Source: an optimization exercise on an open RTL-to-GDS flow (aim: small area). Production flows keep margins and buffers that such runs may drop. In this exercise RTL edits were held to simulation tests only and were not proved equivalent to the original. Power is estimated from default activity; no workload was simulated.

==> job 6562: inputs <==
Design systolic_pe_array, start of the top module:
module systolic_pe_array
#(
	parameter int PE_ARRAY_W = 8,
	parameter int PE_ARRAY_H = 8,
	parameter int IN_DATA_WIDTH = 8,
	parameter int OUT_DATA_WIDTH = 24
)
(
	input logic clk,
	input logic rst,
	input logic [PE_ARRAY_W-1:0] i_load_vld,
	input logic [PE_ARRAY_W*$clog2(PE_ARRAY_H)-1:0] i_load_id,
	input logic [PE_ARRAY_W*IN_DATA_WIDTH-1:0] i_load_data,
	input logic [PE_ARRAY_W-1:0] i_pop_vld,
	input logic [PE_ARRAY_W*OUT_DATA_WIDTH-1:0] i_up_data,
	input logic [PE_ARRAY_H*IN_DATA_WIDTH-1:0] i_left_data,
	output logic [PE_ARRAY_W*OUT_DATA_WIDTH-1:0] o_down_data
);
clock: 6.5 ns
lec_check: 0
cap_margin: 20
core_margin: 2
core_utilization: 40
cts_cluster_diameter: 120
cts_cluster_size: 22
slew_margin: 20
synth_hierarchical: 1
synth_minimum_keep_size: 0
standard.sh (not shown) runs the stock make flow with config.mk's settings and CLKGATE_MAP_FILE= SYNTH_SCRIPT=/design/flow/synth_recipe.tcl, a recipe that flattens the netlist after the stock synthesis.
==> flow/flow/run.sh <==
#!/bin/bash
# Standard layout (the standard.sh, unchanged synthesis) with two changes:
# the port buffers are buf_1 cells, and CTS inserts no dummy loads.
set -euo pipefail
export BUFFER_PORTS_ARGS="-buffer_cell sky130_fd_sc_hd__buf_1"
export CTS_ARGS="-sink_clustering_enable -repair_clock_nets -dont_use_dummy_load -sink_clustering_size 22 -sink_clustering_max_diameter 120"
bash standard.sh > standard_flow.log 2>&1
==> inputs of job 5066, as changes to job 6562 <==
--- a/flow/design.v
+++ b/flow/design.v
@@ -6,17 +6,17 @@
 	input logic clk,
 	input logic rst,
 	input logic i_hit,
 	input logic [7:0] i_load_data,
 	input logic i_pop,
 	input logic [7:0] i_left_data,
 	input logic [23:0] i_sum,
 	output logic [23:0] o_sum,
-	output logic [2:0] o_pend
+	output logic [1:0] o_pend
 );
 logic lp;
 logic pp;
 logic [7:0] b0;
 logic [7:0] b1;
 logic [7:0] wgt;
 always_ff @(posedge clk) begin
 	if (rst)
@@ -161,18 +161,17 @@
 fa u_103 (.a(i_sum[10]), .b(p101), .c(p102), .s(s103), .co(c103));
 nd2 u_104 (.a(i_left_data[5]), .b(wgt[5]), .y(p104));
 nd2 u_105 (.a(i_left_data[6]), .b(wgt[4]), .y(p105));
 nd2 u_106 (.a(i_left_data[7]), .b(wgt[3]), .y(p106));
 fa u_107 (.a(p104), .b(p105), .c(p106), .s(s107), .co(c107));
 fa u_108 (.a(c90), .b(c94), .c(s103), .s(s108), .co(c108));
 fa u_109 (.a(s107), .b(c96), .c(s108), .s(s109), .co(c109));
 fa u_110 (.a(c97), .b(s109), .c(c98), .s(s110), .co(c110));
-xn2 u_111x (.a(s110), .b(c99), .y(s111));
-or2 u_111o (.a(s110), .b(c99), .y(c111));
+fa u_111 (.a(s110), .b(c99), .c(c100), .s(s111), .co(c111));
 nd2 u_112 (.a(i_left_data[4]), .b(wgt[7]), .y(p112));
 nd2 u_113 (.a(i_left_data[5]), .b(wgt[6]), .y(p113));
 fa u_114 (.a(i_sum[11]), .b(p112), .c(p113), .s(s114), .co(c114));
 nd2 u_115 (.a(i_left_data[6]), .b(wgt[5]), .y(p115));
 nd2 u_116 (.a(i_left_data[7]), .b(wgt[4]), .y(p116));
 fa u_117 (.a(p115), .b(p116), .c(c103), .s(s117), .co(c117));
 fa u_118 (.a(c107), .b(s114), .c(c108), .s(s118), .co(c118));
 fa u_119 (.a(s117), .b(c109), .c(s118), .s(s119), .co(c119));
@@ -206,68 +205,65 @@
 assign o_sum[9] = s100;
 assign o_sum[10] = s111;
 assign o_sum[11] = s120;
 assign o_sum[12] = s127;
 assign o_sum[13] = s132;
 assign o_sum[14] = s135;
 assign o_sum[15] = s136;
 assign o_sum[23:16] = i_sum[23:16];
-assign o_pend[0] = c100;    
-assign o_pend[1] = c111;    
-assign o_pend[2] = c136;    
+assign o_pend[0] = c111;    
+assign o_pend[1] = c136;    
 endmodule
 module pe_fix
 (
 	input logic [23:0] i_sum,
-	input logic [2:0] i_pend,
+	input logic [1:0] i_pend,
 	output logic [23:0] o_sum
 );
-logic s1, c1, s2, c2, s3, c3, s4, c4, s5, c5, s6, c6, s7, c7, s8, c8, s9, c9, s10, c10, s11, c11, s12, c12, s13, c13, s14, c14;
-xn2 u_1x (.a(i_sum[10]), .b(i_pend[0]), .y(s1));
-or2 u_1o (.a(i_sum[10]), .b(i_pend[0]), .y(c1));
-fa u_2 (.a(i_sum[11]), .b(i_pend[1]), .c(c1), .s(s2), .co(c2));
-xn2 u_3x (.a(i_sum[12]), .b(c2), .y(s3));
-or2 u_3o (.a(i_sum[12]), .b(c2), .y(c3));
-xn2 u_4x (.a(i_sum[13]), .b(c3), .y(s4));
-or2 u_4o (.a(i_sum[13]), .b(c3), .y(c4));
-xn2 u_5x (.a(i_sum[14]), .b(c4), .y(s5));
-or2 u_5o (.a(i_sum[14]), .b(c4), .y(c5));
-xn2 u_6x (.a(i_sum[15]), .b(c5), .y(s6));
-or2 u_6o (.a(i_sum[15]), .b(c5), .y(c6));
-fa u_7 (.a(i_sum[16]), .b(i_pend[2]), .c(c6), .s(s7), .co(c7));
-xn2 u_8x (.a(i_sum[17]), .b(c7), .y(s8));
-or2 u_8o (.a(i_sum[17]), .b(c7), .y(c8));
-xn2 u_9x (.a(i_sum[18]), .b(c8), .y(s9));
-or2 u_9o (.a(i_sum[18]), .b(c8), .y(c9));
-xn2 u_10x (.a(i_sum[19]), .b(c9), .y(s10));
-or2 u_10o (.a(i_sum[19]), .b(c9), .y(c10));
-xn2 u_11x (.a(i_sum[20]), .b(c10), .y(s11));
-or2 u_11o (.a(i_sum[20]), .b(c10), .y(c11));
-xn2 u_12x (.a(i_sum[21]), .b(c11), .y(s12));
-or2 u_12o (.a(i_sum[21]), .b(c11), .y(c12));
-xn2 u_13x (.a(i_sum[22]), .b(c12), .y(s13));
-or2 u_13o (.a(i_sum[22]), .b(c12), .y(c13));
-xn2 u_14x (.a(i_sum[23]), .b(c13), .y(s14));
-or2 u_14o (.a(i_sum[23]), .b(c13), .y(c14));
-assign o_sum[9:0] = i_sum[9:0];
-assign o_sum[10] = s1;
-assign o_sum[11] = s2;
-assign o_sum[12] = s3;
-assign o_sum[13] = s4;
-assign o_sum[14] = s5;
-assign o_sum[15] = s6;
-assign o_sum[16] = s7;
-assign o_sum[17] = s8;
-assign o_sum[18] = s9;
-assign o_sum[19] = s10;
-assign o_sum[20] = s11;
-assign o_sum[21] = s12;
-assign o_sum[22] = s13;
-assign o_sum[23] = s14;
+logic s1, c1, s2, c2, s3, c3, s4, c4, s5, c5, s6, c6, s7, c7, s8, c8, s9, c9, s10, c10, s11, c11, s12, c12, s13, c13;
+xn2 u_1x (.a(i_sum[11]), .b(i_pend[0]), .y(s1));
+or2 u_1o (.a(i_sum[11]), .b(i_pend[0]), .y(c1));
+xn2 u_2x (.a(i_sum[12]), .b(c1), .y(s2));
+or2 u_2o (.a(i_sum[12]), .b(c1), .y(c2));
+xn2 u_3x (.a(i_sum[13]), .b(c2), .y(s3));
+or2 u_3o (.a(i_sum[13]), .b(c2), .y(c3));
+xn2 u_4x (.a(i_sum[14]), .b(c3), .y(s4));
+or2 u_4o (.a(i_sum[14]), .b(c3), .y(c4));
+xn2 u_5x (.a(i_sum[15]), .b(c4), .y(s5));
+or2 u_5o (.a(i_sum[15]), .b(c4), .y(c5));
+fa u_6 (.a(i_sum[16]), .b(i_pend[1]), .c(c5), .s(s6), .co(c6));
+xn2 u_7x (.a(i_sum[17]), .b(c6), .y(s7));
+or2 u_7o (.a(i_sum[17]), .b(c6), .y(c7));
+xn2 u_8x (.a(i_sum[18]), .b(c7), .y(s8));
+or2 u_8o (.a(i_sum[18]), .b(c7), .y(c8));
+xn2 u_9x (.a(i_sum[19]), .b(c8), .y(s9));
+or2 u_9o (.a(i_sum[19]), .b(c8), .y(c9));
+xn2 u_10x (.a(i_sum[20]), .b(c9), .y(s10));
+or2 u_10o (.a(i_sum[20]), .b(c9), .y(c10));
+xn2 u_11x (.a(i_sum[21]), .b(c10), .y(s11));
+or2 u_11o (.a(i_sum[21]), .b(c10), .y(c11));
+xn2 u_12x (.a(i_sum[22]), .b(c11), .y(s12));
+or2 u_12o (.a(i_sum[22]), .b(c11), .y(c12));
+xn2 u_13x (.a(i_sum[23]), .b(c12), .y(s13));
+or2 u_13o (.a(i_sum[23]), .b(c12), .y(c13));
+assign o_sum[10:0] = i_sum[10:0];
+assign o_sum[11] = s1;
+assign o_sum[12] = s2;
+assign o_sum[13] = s3;
+assign o_sum[14] = s4;
+assign o_sum[15] = s5;
+assign o_sum[16] = s6;
+assign o_sum[17] = s7;
+assign o_sum[18] = s8;
+assign o_sum[19] = s9;
+assign o_sum[20] = s10;
+assign o_sum[21] = s11;
+assign o_sum[22] = s12;
+assign o_sum[23] = s13;
 endmodule
 module pe_top
 #(
 	parameter int WDLY = 0       
 )
 (
 	input logic clk,
 	input logic rst,
@@ -572,17 +568,17 @@
 localparam int W = PE_ARRAY_W;
 localparam int H = PE_ARRAY_H;
 localparam int DW = IN_DATA_WIDTH;
 localparam int SW = OUT_DATA_WIDTH;
 localparam int NS = 4*H;         
 localparam int PN = 3;           
 localparam int CW = $clog2(H+1);  
 localparam int NP_TOP = 4;       
-localparam int NP_MID = 3;       
+localparam int NP_MID = 2;       
 logic rst_d1, rst_d2;
 always_ff @(posedge clk) begin
 	rst_d1 <= rst;
 	rst_d2 <= rst_d1;
 end
 logic [H*W*DW-1:0] sr;
 generate
 	for (genvar i = 0; i < H; i++) begin: gen_row
==> flow/flow/run.sh (replaced) <==
#!/bin/bash
# Standard layout (the standard.sh, unchanged synthesis) with three changes:
# the port buffers are buf_1 cells, CTS inserts no dummy loads, and the
# weight-select muxes start the floorplan at drive strength 1 (downsize.tcl).
set -euo pipefail
export BUFFER_PORTS_ARGS="-buffer_cell sky130_fd_sc_hd__buf_1"
export CTS_ARGS="-sink_clustering_enable -repair_clock_nets -dont_use_dummy_load -sink_clustering_size 22 -sink_clustering_max_diameter 120"
export PRE_FLOORPLAN_TCL="$PWD/flow/downsize.tcl"
bash standard.sh > standard_flow.log 2>&1
==> flow/flow/downsize.tcl (new file) <==
# Weight-select muxes come out of synthesis as mux2_4; start them at mux2_1 and
# let the flow's own repair size up any that need it.
set n 0
foreach inst [[ord::get_db_block] getInsts] {
  if {[[$inst getMaster] getName] eq "sky130_fd_sc_hd__mux2_4"} {
    replace_cell [get_cells [$inst getName]] sky130_fd_sc_hd__mux2_1
    incr n
  }
}
puts "downsize: replaced $n mux2_4 with mux2_1"
==> inputs of job 7035, as changes to job 6562 <==
--- a/flow/design.v
+++ b/flow/design.v
@@ -6,17 +6,17 @@
 	input logic clk,
 	input logic rst,
 	input logic i_hit,
 	input logic [7:0] i_load_data,
 	input logic i_pop,
 	input logic [7:0] i_left_data,
 	input logic [23:0] i_sum,
 	output logic [23:0] o_sum,
-	output logic [2:0] o_pend
+	output logic [1:0] o_pend
 );
 logic lp;
 logic pp;
 logic [7:0] b0;
 logic [7:0] b1;
 logic [7:0] wgt;
 always_ff @(posedge clk) begin
 	if (rst)
@@ -161,18 +161,17 @@
 fa u_103 (.a(i_sum[10]), .b(p101), .c(p102), .s(s103), .co(c103));
 nd2 u_104 (.a(i_left_data[5]), .b(wgt[5]), .y(p104));
 nd2 u_105 (.a(i_left_data[6]), .b(wgt[4]), .y(p105));
 nd2 u_106 (.a(i_left_data[7]), .b(wgt[3]), .y(p106));
 fa u_107 (.a(p104), .b(p105), .c(p106), .s(s107), .co(c107));
 fa u_108 (.a(c90), .b(c94), .c(s103), .s(s108), .co(c108));
 fa u_109 (.a(s107), .b(c96), .c(s108), .s(s109), .co(c109));
 fa u_110 (.a(c97), .b(s109), .c(c98), .s(s110), .co(c110));
-xn2 u_111x (.a(s110), .b(c99), .y(s111));
-or2 u_111o (.a(s110), .b(c99), .y(c111));
+fa u_111 (.a(s110), .b(c99), .c(c100), .s(s111), .co(c111));
 nd2 u_112 (.a(i_left_data[4]), .b(wgt[7]), .y(p112));
 nd2 u_113 (.a(i_left_data[5]), .b(wgt[6]), .y(p113));
 fa u_114 (.a(i_sum[11]), .b(p112), .c(p113), .s(s114), .co(c114));
 nd2 u_115 (.a(i_left_data[6]), .b(wgt[5]), .y(p115));
 nd2 u_116 (.a(i_left_data[7]), .b(wgt[4]), .y(p116));
 fa u_117 (.a(p115), .b(p116), .c(c103), .s(s117), .co(c117));
 fa u_118 (.a(c107), .b(s114), .c(c108), .s(s118), .co(c118));
 fa u_119 (.a(s117), .b(c109), .c(s118), .s(s119), .co(c119));
@@ -206,68 +205,65 @@
 assign o_sum[9] = s100;
 assign o_sum[10] = s111;
 assign o_sum[11] = s120;
 assign o_sum[12] = s127;
 assign o_sum[13] = s132;
 assign o_sum[14] = s135;
 assign o_sum[15] = s136;
 assign o_sum[23:16] = i_sum[23:16];
-assign o_pend[0] = c100;    
-assign o_pend[1] = c111;    
-assign o_pend[2] = c136;    
+assign o_pend[0] = c111;    
+assign o_pend[1] = c136;    
 endmodule
 module pe_fix
 (
 	input logic [23:0] i_sum,
-	input logic [2:0] i_pend,
+	input logic [1:0] i_pend,
 	output logic [23:0] o_sum
 );
-logic s1, c1, s2, c2, s3, c3, s4, c4, s5, c5, s6, c6, s7, c7, s8, c8, s9, c9, s10, c10, s11, c11, s12, c12, s13, c13, s14, c14;
-xn2 u_1x (.a(i_sum[10]), .b(i_pend[0]), .y(s1));
-or2 u_1o (.a(i_sum[10]), .b(i_pend[0]), .y(c1));
-fa u_2 (.a(i_sum[11]), .b(i_pend[1]), .c(c1), .s(s2), .co(c2));
-xn2 u_3x (.a(i_sum[12]), .b(c2), .y(s3));
-or2 u_3o (.a(i_sum[12]), .b(c2), .y(c3));
-xn2 u_4x (.a(i_sum[13]), .b(c3), .y(s4));
-or2 u_4o (.a(i_sum[13]), .b(c3), .y(c4));
-xn2 u_5x (.a(i_sum[14]), .b(c4), .y(s5));
-or2 u_5o (.a(i_sum[14]), .b(c4), .y(c5));
-xn2 u_6x (.a(i_sum[15]), .b(c5), .y(s6));
-or2 u_6o (.a(i_sum[15]), .b(c5), .y(c6));
-fa u_7 (.a(i_sum[16]), .b(i_pend[2]), .c(c6), .s(s7), .co(c7));
-xn2 u_8x (.a(i_sum[17]), .b(c7), .y(s8));
-or2 u_8o (.a(i_sum[17]), .b(c7), .y(c8));
-xn2 u_9x (.a(i_sum[18]), .b(c8), .y(s9));
-or2 u_9o (.a(i_sum[18]), .b(c8), .y(c9));
-xn2 u_10x (.a(i_sum[19]), .b(c9), .y(s10));
-or2 u_10o (.a(i_sum[19]), .b(c9), .y(c10));
-xn2 u_11x (.a(i_sum[20]), .b(c10), .y(s11));
-or2 u_11o (.a(i_sum[20]), .b(c10), .y(c11));
-xn2 u_12x (.a(i_sum[21]), .b(c11), .y(s12));
-or2 u_12o (.a(i_sum[21]), .b(c11), .y(c12));
-xn2 u_13x (.a(i_sum[22]), .b(c12), .y(s13));
-or2 u_13o (.a(i_sum[22]), .b(c12), .y(c13));
-xn2 u_14x (.a(i_sum[23]), .b(c13), .y(s14));
-or2 u_14o (.a(i_sum[23]), .b(c13), .y(c14));
-assign o_sum[9:0] = i_sum[9:0];
-assign o_sum[10] = s1;
-assign o_sum[11] = s2;
-assign o_sum[12] = s3;
-assign o_sum[13] = s4;
-assign o_sum[14] = s5;
-assign o_sum[15] = s6;
-assign o_sum[16] = s7;
-assign o_sum[17] = s8;
-assign o_sum[18] = s9;
-assign o_sum[19] = s10;
-assign o_sum[20] = s11;
-assign o_sum[21] = s12;
-assign o_sum[22] = s13;
-assign o_sum[23] = s14;
+logic s1, c1, s2, c2, s3, c3, s4, c4, s5, c5, s6, c6, s7, c7, s8, c8, s9, c9, s10, c10, s11, c11, s12, c12, s13, c13;
+xn2 u_1x (.a(i_sum[11]), .b(i_pend[0]), .y(s1));
+or2 u_1o (.a(i_sum[11]), .b(i_pend[0]), .y(c1));
+xn2 u_2x (.a(i_sum[12]), .b(c1), .y(s2));
+or2 u_2o (.a(i_sum[12]), .b(c1), .y(c2));
+xn2 u_3x (.a(i_sum[13]), .b(c2), .y(s3));
+or2 u_3o (.a(i_sum[13]), .b(c2), .y(c3));
+xn2 u_4x (.a(i_sum[14]), .b(c3), .y(s4));
+or2 u_4o (.a(i_sum[14]), .b(c3), .y(c4));
+xn2 u_5x (.a(i_sum[15]), .b(c4), .y(s5));
+or2 u_5o (.a(i_sum[15]), .b(c4), .y(c5));
+fa u_6 (.a(i_sum[16]), .b(i_pend[1]), .c(c5), .s(s6), .co(c6));
+xn2 u_7x (.a(i_sum[17]), .b(c6), .y(s7));
+or2 u_7o (.a(i_sum[17]), .b(c6), .y(c7));
+xn2 u_8x (.a(i_sum[18]), .b(c7), .y(s8));
+or2 u_8o (.a(i_sum[18]), .b(c7), .y(c8));
+xn2 u_9x (.a(i_sum[19]), .b(c8), .y(s9));
+or2 u_9o (.a(i_sum[19]), .b(c8), .y(c9));
+xn2 u_10x (.a(i_sum[20]), .b(c9), .y(s10));
+or2 u_10o (.a(i_sum[20]), .b(c9), .y(c10));
+xn2 u_11x (.a(i_sum[21]), .b(c10), .y(s11));
+or2 u_11o (.a(i_sum[21]), .b(c10), .y(c11));
+xn2 u_12x (.a(i_sum[22]), .b(c11), .y(s12));
+or2 u_12o (.a(i_sum[22]), .b(c11), .y(c12));
+xn2 u_13x (.a(i_sum[23]), .b(c12), .y(s13));
+or2 u_13o (.a(i_sum[23]), .b(c12), .y(c13));
+assign o_sum[10:0] = i_sum[10:0];
+assign o_sum[11] = s1;
+assign o_sum[12] = s2;
+assign o_sum[13] = s3;
+assign o_sum[14] = s4;
+assign o_sum[15] = s5;
+assign o_sum[16] = s6;
+assign o_sum[17] = s7;
+assign o_sum[18] = s8;
+assign o_sum[19] = s9;
+assign o_sum[20] = s10;
+assign o_sum[21] = s11;
+assign o_sum[22] = s12;
+assign o_sum[23] = s13;
 endmodule
 module pe_top
 #(
 	parameter int WDLY = 0       
 )
 (
 	input logic clk,
 	input logic rst,
@@ -572,17 +568,17 @@
 localparam int W = PE_ARRAY_W;
 localparam int H = PE_ARRAY_H;
 localparam int DW = IN_DATA_WIDTH;
 localparam int SW = OUT_DATA_WIDTH;
 localparam int NS = 4*H;         
 localparam int PN = 3;           
 localparam int CW = $clog2(H+1);  
 localparam int NP_TOP = 4;       
-localparam int NP_MID = 3;       
+localparam int NP_MID = 2;       
 logic rst_d1, rst_d2;
 always_ff @(posedge clk) begin
 	rst_d1 <= rst;
 	rst_d2 <= rst_d1;
 end
 logic [H*W*DW-1:0] sr;
 generate
 	for (genvar i = 0; i < H; i++) begin: gen_row
==> inputs of job 4640, as changes to job 6562 <==
==> flow/run.sh (new file) <==
#!/bin/bash
# synth_recipe.tcl (not shown) runs the flow's synth.tcl, then flattens the netlist and writes it again
# the make line also repeats each setting of config.mk as NAME=value (left out here)
make -C /OpenROAD-flow-scripts/flow DESIGN_CONFIG=/design/flow/config.mk WORK_HOME=/design/flow/orfs CLKGATE_MAP_FILE= SYNTH_SCRIPT=/design/flow/synth_recipe.tcl finish
removed: flow/flow/run.sh
removed: flow/standard.sh
==> results.cfg <==
[run_status]
status = finished clean

[place]
place_hpwl_um = 448700
placedCellCount = 33914

[power_and_ir_drop]
p_switching_mw = 49.87

[drt]
route.vias.total = 145222

[final_layout]
regArea_um2 = 186300

[global_route]
top_usage_layer = met1

[critical_path]
cp.depth = 19

[die]
dieArea_um2 = 871600
the above is filed under job 4640

==> results.cfg <==
[drt]
route.vias.total = 144770
drt-total-wl_um = 573100

[run_status]
status = finished clean

[place]
place_hpwl_um = 448100
placedCellCount = 33912

[timing]
rsz0062_at_grt = no

[power_and_ir_drop]
pwr-share-clk = 0.172
p_switching_mw = 49.18

[critical_path]
cp.depth = 19

[final_layout]
regArea_um2 = 186300

[die]
dieArea_um2 = 871600
the above is filed under job 6562

==> results.cfg <==
[run_status]
status = finished clean

[drt]
route.vias.total = 143559

[final_layout]
regArea_um2 = 185200

[global_route]
top_usage_layer = met2

[critical_path]
cp.depth = 19

[place]
placedCellCount = 33711
the above is filed under job 7035

==> results.cfg <==
[run_status]
status = finished clean

[power_and_ir_drop]
p_switching_mw = 50.61

[drt]
route.vias.total = 147004

[global_route]
top_usage_layer = met2

[timing]
worst_slew_pin_slew_ns = 1.201

[place]
place_hpwl_um = 493900

[final_layout]
regArea_um2 = 185200
the above is filed under job 5066

separate check: timing with driven ports:
No port has a modelled driver above. Below, the same layouts with a new extraction and two added sets of constraints.
Step 1: set_driving_cell puts a clkbuf_16 on clk and a buf_2 on each other input, an assumption about the parent block.
Step 2 times the ports against the registers' clock, not the clock port: input delays grow and output delays shrink by t, the midpoint of the rising clock arrivals with the driver on.
a / b / c = no drivers / after step 1 / after step 2; a / b = the first two.
| run | t, ns | setup WS [ns] | slew at the worst register clock pin (ns) |
|---|---|---|---|
| job 6562 | 1.132 | 0.653 / 0.653 / 0.653 | 0.10 / 0.10 |
| job 5066 | 1.198 | 0.430 / 0.430 / 0.430 | 0.10 / 0.10 |
| job 7035 | 1.139 | 0.643 / 0.643 / 0.643 | 0.10 / 0.10 |
| job 4640 | 1.171 | 0.579 / 0.579 / 0.579 | 0.10 / 0.10 |
After both steps setup and hold are still met in every run listed.
